This design comes from an exercise in tuning for small area, a short achievable clock period and few clock cycles per item on the open sky130 flow, not from production work. Where RTL was checked, it was by simulation tests only, not by an equivalence proof against the original.

run A:
Design ysyx_divunit, start of the top module:
module ysyx_divunit (
    input             clk,
    input             rstn,
    input             div_valid,
    input             div_word,
    input             div_sign,
    input             alu_sec,
    input      [63:0] dividend,
    input      [63:0] divisor,
    output            res_rdy,
    output     [63:0] div_res
);
For scale: about 2600 cells after synthesis, roughly 230 flip-flops, roughly 21000 um^2 of cells after synthesis.
==> flow/config.mk <==
export PLATFORM = sky130hd
export DESIGN_NAME = ysyx_divunit
export DESIGN_NICKNAME = ysyx_divunit
export VERILOG_FILES = /design/flow/design.v
export SDC_FILE = /design/flow/constraint.sdc
export NUM_CORES = 8
export LEC_CHECK = 0
export CAP_MARGIN = 20
export CORE_MARGIN = 2
export CORE_UTILIZATION = 50
export PLACE_DENSITY = 0.6
export SETUP_SLACK_MARGIN = 5
export SLEW_MARGIN = 20
==> flow/constraint.sdc <==
create_clock -name core_clock -period 10.0 [get_ports {clk}]
set_input_delay 2.0000 -clock core_clock [delete_from_list [all_inputs] [get_ports {clk}]]
set_output_delay 2.0000 -clock core_clock [all_outputs]
set_load 0.01 [all_outputs]
standard.sh (not shown) runs the stock make flow with config.mk's settings and CLKGATE_MAP_FILE= SYNTH_SCRIPT=/design/flow/synth_recipe.tcl, a recipe that flattens the netlist after the stock synthesis.
==> flow/flow/run.sh <==
#!/bin/bash
# The standard ORFS layout, with two changes: the port buffers are buf_1
# cells instead of the resizer's default pick (a delay buffer), and clock tree
# synthesis adds no dummy loads. Full make output goes to standard.log.
set -euo pipefail
bash standard.sh "BUFFER_PORTS_ARGS=-buffer_cell sky130_fd_sc_hd__buf_1" \
  "CTS_ARGS=-sink_clustering_enable -repair_clock_nets -dont_use_dummy_load" \
  finish > standard.log 2>&1
Testbench counts of run A, summed over its fixed seeds: cycles 37,018, divs 3,200.
Edits applied to the flow inputs when going from run A to run B:
--- a/flow/flow/run.sh
+++ b/flow/flow/run.sh
@@ -8 +8 @@
-  finish > standard.log 2>&1
+  SETUP_SLACK_MARGIN=6.5 finish > standard.log 2>&1
--- outcome ---
Delta (run B minus run A): global routing usage summed across all routing layers climbed 3.5 points, final design instance area without fill climbed 4600 um^2, number of clock-tree buffers in the layout dropped 1. | detailed-route via count | run B vs run A | worse |.
Here is what was changed in the inputs of run C compared with run B.
==> flow/flow/run.sh <==
#!/bin/bash
set -euo pipefail
bash standard.sh "BUFFER_PORTS_ARGS=-buffer_cell sky130_fd_sc_hd__buf_1" \
  "CTS_ARGS=-sink_clustering_enable -repair_clock_nets -dont_use_dummy_load" \
  SETUP_SLACK_MARGIN=6.0 finish > standard.log 2>&1
Design area: run C lower than run B
The run showing the smaller total vias in the final route is run C.
Per the comparison of run C with run B, critical path depth has decreased; global-route usage has decreased; fmax has decreased.
Relative to run C, the following input files were edited for run D:
- a change of CORE_UTILIZATION from 50 to 60
- a change of PLACE_DENSITY from 0.6 to 0.7
--- a/flow/flow/run.sh
+++ b/flow/flow/run.sh
@@ -5 +5 @@
-  SETUP_SLACK_MARGIN=6.0 finish > standard.log 2>&1
+  SETUP_SLACK_MARGIN=5.75 finish > standard.log 2>&1
- STATUS hold slack: run D loses against run C
- A cell at the slowest stage of the critical path of sky130_fd_sc_hd__or4b_4 is what run D shows, while sky130_fd_sc_hd__a221oi_2 belongs to run C.
- ~same number of multi-input combinational cells in run C and run D
- Across both runs, final critical-path required period was higher for run D than for run C.
- Diff run C -> run D | initial antenna violation count | increase of 1
- Clock latency reported for the late side of the worst-skew pair, run C and run D: higher on run C
- Worst slew margin relative to its limit was lower in run D than in run C.
- [compare] base=run C new=run D: final wirelength decreased by 8.0% relative to the old numbers; final design instance area without fill went down 3.6%; number of signal-net buffers in the layout went down by 37.
Inputs modified between run D and run E:
- a change of CORE_UTILIZATION from 60 to 50
- a change of PLACE_DENSITY from 0.7 to 0.6
--- a/flow/flow/run.sh
+++ b/flow/flow/run.sh
@@ -1,0 +2,3 @@
+# The standard ORFS layout, with two changes: the port buffers are buf_1
+# cells instead of the resizer's default pick (a delay buffer), and clock tree
+# synthesis adds no dummy loads. Full make output goes to standard.log.
@@ -5 +8 @@
-  SETUP_SLACK_MARGIN=5.75 finish > standard.log 2>&1
+  SETUP_SLACK_MARGIN=6.0 finish > standard.log 2>&1
## What came out
Per the final summary, run E finished and its layout is clean on timing, DRC and antenna. Diff run D -> run E: routability congestion estimate from global placement lower; depth of the worst register-to-register path saw an increase; area of the mapped netlist about even. Compared to run D, run E has worst slew slack as a fraction of its limit 9.1 points higher. Summary: count of vias placed by the detailed router, run E better than run D.

---

== rev 12 ==
The RTL this note starts from:
==> flow/design.v <==
module ysyx_divunit (
    input             clk,
    input             rstn,
    input             div_valid,
    input             div_word,
    input             div_sign,
    input             alu_sec,
    input      [63:0] dividend,
    input      [63:0] divisor,
    output            res_rdy,
    output     [63:0] div_res
);
localparam S_IDLE = 3'd0, S_SHIFT = 3'd1, S_ITER = 3'd2, S_NEG = 3'd3, S_DONE = 3'd4;
reg  [2:0]  state;
reg  [63:0] rem;      
reg  [63:0] dn;       
reg  [63:0] quo;      
reg  [5:0]  cnt;      
reg  [5:0]  pa_r, pb_r;   
reg         va_r, na_r;
reg         vb_r, nb_r, sec_r, w_r, cin_r, negq_r, negr_r, done_r;
reg         at_r, bt_r;   
reg  [2:0]  f1, f0;
wire [63:0] a64 = div_word ? {{32{div_sign & dividend[31]}}, dividend[31:0]} : dividend;
wire [63:0] b64 = div_word ? {{32{div_sign & divisor[31]}},  divisor[31:0]}  : divisor;
wire        na  = div_sign & a64[63];
wire        nb  = div_sign & b64[63];
wire [63:0] xa  = a64 ^ {64{na}};    
wire [63:0] xb  = b64 ^ {64{nb}};    
function [6:0] msb64(input [63:0] x);
    reg [31:0] v1; reg [1*32-1:0] p1;
    reg [15:0] v2; reg [2*16-1:0] p2;
    reg [7:0]  v3; reg [3*8-1:0]  p3;
    reg [3:0]  v4; reg [4*4-1:0]  p4;
    reg [1:0]  v5; reg [5*2-1:0]  p5;
    integer i;
    begin
        for (i = 0; i < 32; i = i + 1) begin
            v1[i] = x[2*i+1] | x[2*i];
            p1[i] = x[2*i+1];
        end
        for (i = 0; i < 16; i = i + 1) begin
            v2[i] = v1[2*i+1] | v1[2*i];
            p2[2*i +: 2] = v1[2*i+1] ? {1'b1, p1[(2*i+1)*1 +: 1]} : {1'b0, p1[(2*i)*1 +: 1]};
        end
        for (i = 0; i < 8; i = i + 1) begin
            v3[i] = v2[2*i+1] | v2[2*i];
            p3[3*i +: 3] = v2[2*i+1] ? {1'b1, p2[(2*i+1)*2 +: 2]} : {1'b0, p2[(2*i)*2 +: 2]};
        end
        for (i = 0; i < 4; i = i + 1) begin
            v4[i] = v3[2*i+1] | v3[2*i];
            p4[4*i +: 4] = v3[2*i+1] ? {1'b1, p3[(2*i+1)*3 +: 3]} : {1'b0, p3[(2*i)*3 +: 3]};
        end
        for (i = 0; i < 2; i = i + 1) begin
            v5[i] = v4[2*i+1] | v4[2*i];
            p5[5*i +: 5] = v4[2*i+1] ? {1'b1, p4[(2*i+1)*4 +: 4]} : {1'b0, p4[(2*i)*4 +: 4]};
        end
        msb64 = {v5[1] | v5[0], v5[1] ? {1'b1, p5[9:5]} : {1'b0, p5[4:0]}};
    end
endfunction
wire [6:0] ma = msb64(xa);
wire [6:0] mb = msb64(xb);
wire       bz   = (pb_r == 6'd0) & ~vb_r & ~nb_r;              
wire [6:0] dab  = {1'b0, pa_r} - {1'b0, pb_r};                
wire       k0   = bz | (va_r ? (dab[6] & (~na_r | ~(&dab))) : (~na_r | (pb_r != 6'd0)));
wire [5:0] sdif = va_r ? dab[5:0] + {5'd0, na_r} : 6'd0;
wire        fl = ~nb_r;
wire [5:0]  sh = sdif;
wire [63:0] y0 = quo;
wire [63:0] y1 = sh[0] ? {y0[62:0], {1{fl}}}  : y0;
wire [63:0] y2 = sh[1] ? {y1[61:0], {2{fl}}}  : y1;
wire [63:0] y3 = sh[2] ? {y2[59:0], {4{fl}}}  : y2;
wire [63:0] y4 = sh[3] ? {y3[55:0], {8{fl}}}  : y3;
wire [63:0] y5 = sh[4] ? {y4[47:0], {16{fl}}} : y4;
wire [63:0] y6 = sh[5] ? {y5[31:0], {32{fl}}} : y5;
wire        q;
wire [64:0] sum;
add_pfx #(.N(65)) u_add (.a({at_r, rem}), .b({bt_r, dn}), .ci(cin_r), .s(sum), .co(q));
wire [63:0] t = sum[63:0];
wire        qb = q | (sum[64] & ~at_r);
wire last   = (cnt == 6'd0);
wire s_idle = (state == S_IDLE), s_iter = (state == S_ITER);
wire mvq    = s_iter & last & ~sec_r;                 
wire [63:0] alt = s_idle ? xa : (mvq ? {quo[62:0], qb} : rem);
reg  [2:0] nxt;
always @* begin
    nxt = state;
    case (state)
        S_IDLE:  if (div_valid) nxt = S_SHIFT;
        S_SHIFT: nxt = k0 ? ((sec_r & na_r) ? S_NEG : S_DONE) : S_ITER;
        S_ITER:  if (last) nxt = (negq_r | negr_r) ? S_NEG : S_DONE;
        S_NEG:   nxt = S_DONE;
        default: nxt = S_IDLE;
    endcase
end
wire [5:0] cnt_nxt  = (state == S_SHIFT) ? sdif : cnt - 6'd1;
wire       mvq_nxt  = (nxt == S_ITER) & (cnt_nxt == 6'd0) & ~sec_r;
always @(posedge clk or negedge rstn) begin
    if (!rstn) begin
        state  <= S_IDLE;
        done_r <= 1'b0;
        at_r   <= 1'b0;
        bt_r   <= 1'b0;
    end else begin
        state  <= nxt;
        done_r <= (nxt == S_DONE);
        at_r   <= (nxt == S_SHIFT) | (nxt == S_NEG) | ((nxt == S_ITER) & ~mvq_nxt);
        bt_r   <= (nxt == S_SHIFT) | (nxt == S_NEG);
    end
end
always @(posedge clk) begin
    rem <= q ? t : alt;
    cnt <= cnt_nxt;
    case (state)
        S_IDLE: begin
            quo    <= ~xb;
            dn     <= 64'd0;
            nb_r   <= nb;
            sec_r  <= alu_sec;
            w_r    <= div_word;
            cin_r  <= na;
            negq_r <= ~alu_sec & (na ^ nb);
            negr_r <= alu_sec & na;
            na_r   <= na;
            va_r   <= ma[6];
            vb_r   <= mb[6];
            pa_r   <= ma[5:0];
            pb_r   <= mb[6] ? mb[5:0] : 6'd0;
        end
        S_SHIFT: begin
            dn    <= k0 ? {64{1'b1}} : y6;
            quo   <= 64'd0;
            cin_r <= ~nb_r & ~k0;
            if (!k0 || sec_r) begin
                f1 <= 3'b111;
                f0 <= 3'b000;
            end else begin                 
                f1 <= {bz & ~na_r & ~w_r, bz & ~na_r, bz};
                f0 <= {bz & ~na_r & ~w_r, bz & ~na_r, bz};
            end
        end
        S_ITER: begin
            dn  <= last ? {64{1'b1}} : {1'b1, dn[63:1]};
            quo <= {quo[62:0], qb};
            if (last) cin_r <= 1'b0;
        end
        S_NEG: begin
            f1 <= 3'b000;
            f0 <= {~w_r, 2'b11};
        end
        default: ;
    endcase
end
genvar gi;
generate
    for (gi = 0; gi < 64; gi = gi + 1) begin : g_out
        localparam integer G = (gi == 0) ? 0 : (gi < 32) ? 1 : 2;
        assign div_res[gi] = rem[gi] ? f1[G] : f0[G];
    end
endgenerate
assign res_rdy = done_r;
endmodule
module add_pfx #(parameter N = 64) (
    input  [N-1:0] a,
    input  [N-1:0] b,
    input          ci,
    output [N-1:0] s,
    output         co
);
localparam M = N + 1;    
reg [M-1:0] g, p;
integer d, i;
always @* begin
    g = {a & b, ci};
    p = {a ^ b, 1'b0};
    for (d = 1; d < M; d = d * 2)
        for (i = M-1; i >= 0; i = i - 1)
            if ((i / d) % 2 == 1) begin
                g[i] = g[i] | (p[i] & g[(i/d)*d - 1]);
                p[i] = p[i] & p[(i/d)*d - 1];
            end
end
assign s  = (a ^ b) ^ g[M-2:0];
assign co = g[M-1];
endmodule
export LEC_CHECK = 0
export CAP_MARGIN = 20
export CORE_MARGIN = 2
export CORE_UTILIZATION = 50
export PLACE_DENSITY = 0.6
export SETUP_SLACK_MARGIN = 5
export SLEW_MARGIN = 20
create_clock -name core_clock -period 10.0 [get_ports {clk}]
==> flow/flow/run.sh <==
#!/bin/bash
# The standard ORFS layout; the port buffers are buf_1 cells instead of the
# resizer's default pick (a delay buffer). Full make output goes to standard.log.
set -euo pipefail
bash standard.sh "BUFFER_PORTS_ARGS=-buffer_cell sky130_fd_sc_hd__buf_1" finish > standard.log 2>&1
The final layout from rev 12, which completed every stage, passed the timing, design-rule and antenna checks at the end of the flow.
The inputs of rev 13 differ from those of rev 12 as listed below.
==> flow/run.sh (new file) <==
#!/bin/bash
# synth_recipe.tcl (not shown) runs the flow's synth.tcl, then flattens the netlist and writes it again
# the make line also repeats each setting of config.mk as NAME=value (left out here)
make -C /OpenROAD-flow-scripts/flow DESIGN_CONFIG=/design/flow/config.mk WORK_HOME=/design/flow/orfs CLKGATE_MAP_FILE= SYNTH_SCRIPT=/design/flow/synth_recipe.tcl finish
removed: flow/flow/run.sh
removed: flow/standard.sh
[summary]
Looking at worst-path cell with the longest stage delay, the sky130_fd_sc_hd__clkdlybuf4s50_1 result is from rev 13; the sky130_fd_sc_hd__buf_4 one comes from rev 12. Taking rev 12 as the reference, in rev 13 depth of the CTS H-tree held; share of final-layout standard cells stronger than drive strength 1 went up 0.34 points; non-clock buffer count went up 0.87%; instance count on the critical path went up 1. Sequential cell area share, rev 13 and rev 12, higher one = rev 12.
No run of this note included a check of the RTL's function; only the layout flow was run.

-- what the ideal ports hide --
The results above use ideal ports. As a check the final layouts listed here were re-extracted and re-timed, cells and wires unchanged.
Step 1 (the two cells are an assumption about what drives the block):
set clk [get_ports {clk}]
set_driving_cell -lib_cell sky130_fd_sc_hd__clkbuf_16 $clk
set_driving_cell -lib_cell sky130_fd_sc_hd__buf_2 [delete_from_list [all_inputs] $clk]
Step 2 also shifts input and output timing later by t, the mid clock arrival at the registers, as if the neighbouring blocks saw the same clock.
a / b / c = ideal / step 1 / step 2; a / b = the first two.
run	shift t [ns]	setup WS [ns]	hold WS [ns]	worst setup path at the end	worst register clock-pin slew, ns
run A	0.613	5.263 / 5.302 / 4.689	0.501 / 0.501 / 0.501	input to register	0.06 / 0.06
run B	0.623	5.943 / 5.968 / 5.345	0.505 / 0.505 / 0.505	input to register	0.06 / 0.06
run C	0.615	5.905 / 5.923 / 5.308	0.498 / 0.498 / 0.498	input to register	0.06 / 0.06
run D	0.595	5.794 / 5.795 / 5.236	0.484 / 0.484 / 0.484	input to register	0.06 / 0.06
run E	0.615	5.905 / 5.923 / 5.308	0.498 / 0.498 / 0.498	input to register	0.06 / 0.06
rev 12	0.627	5.148 / 5.174 / 4.559	0.574 / 0.574 / 0.574	input to register	0.08 / 0.08
rev 13	0.636	5.159 / 5.196 / 4.560	0.543 / 0.543 / 0.543	input to register	0.07 / 0.07
After both steps every run listed still meets setup and hold. For rev 13, which loses most, drivers alone change the setup slack by +0.037 ns; drivers and shift together by -0.599 ns.
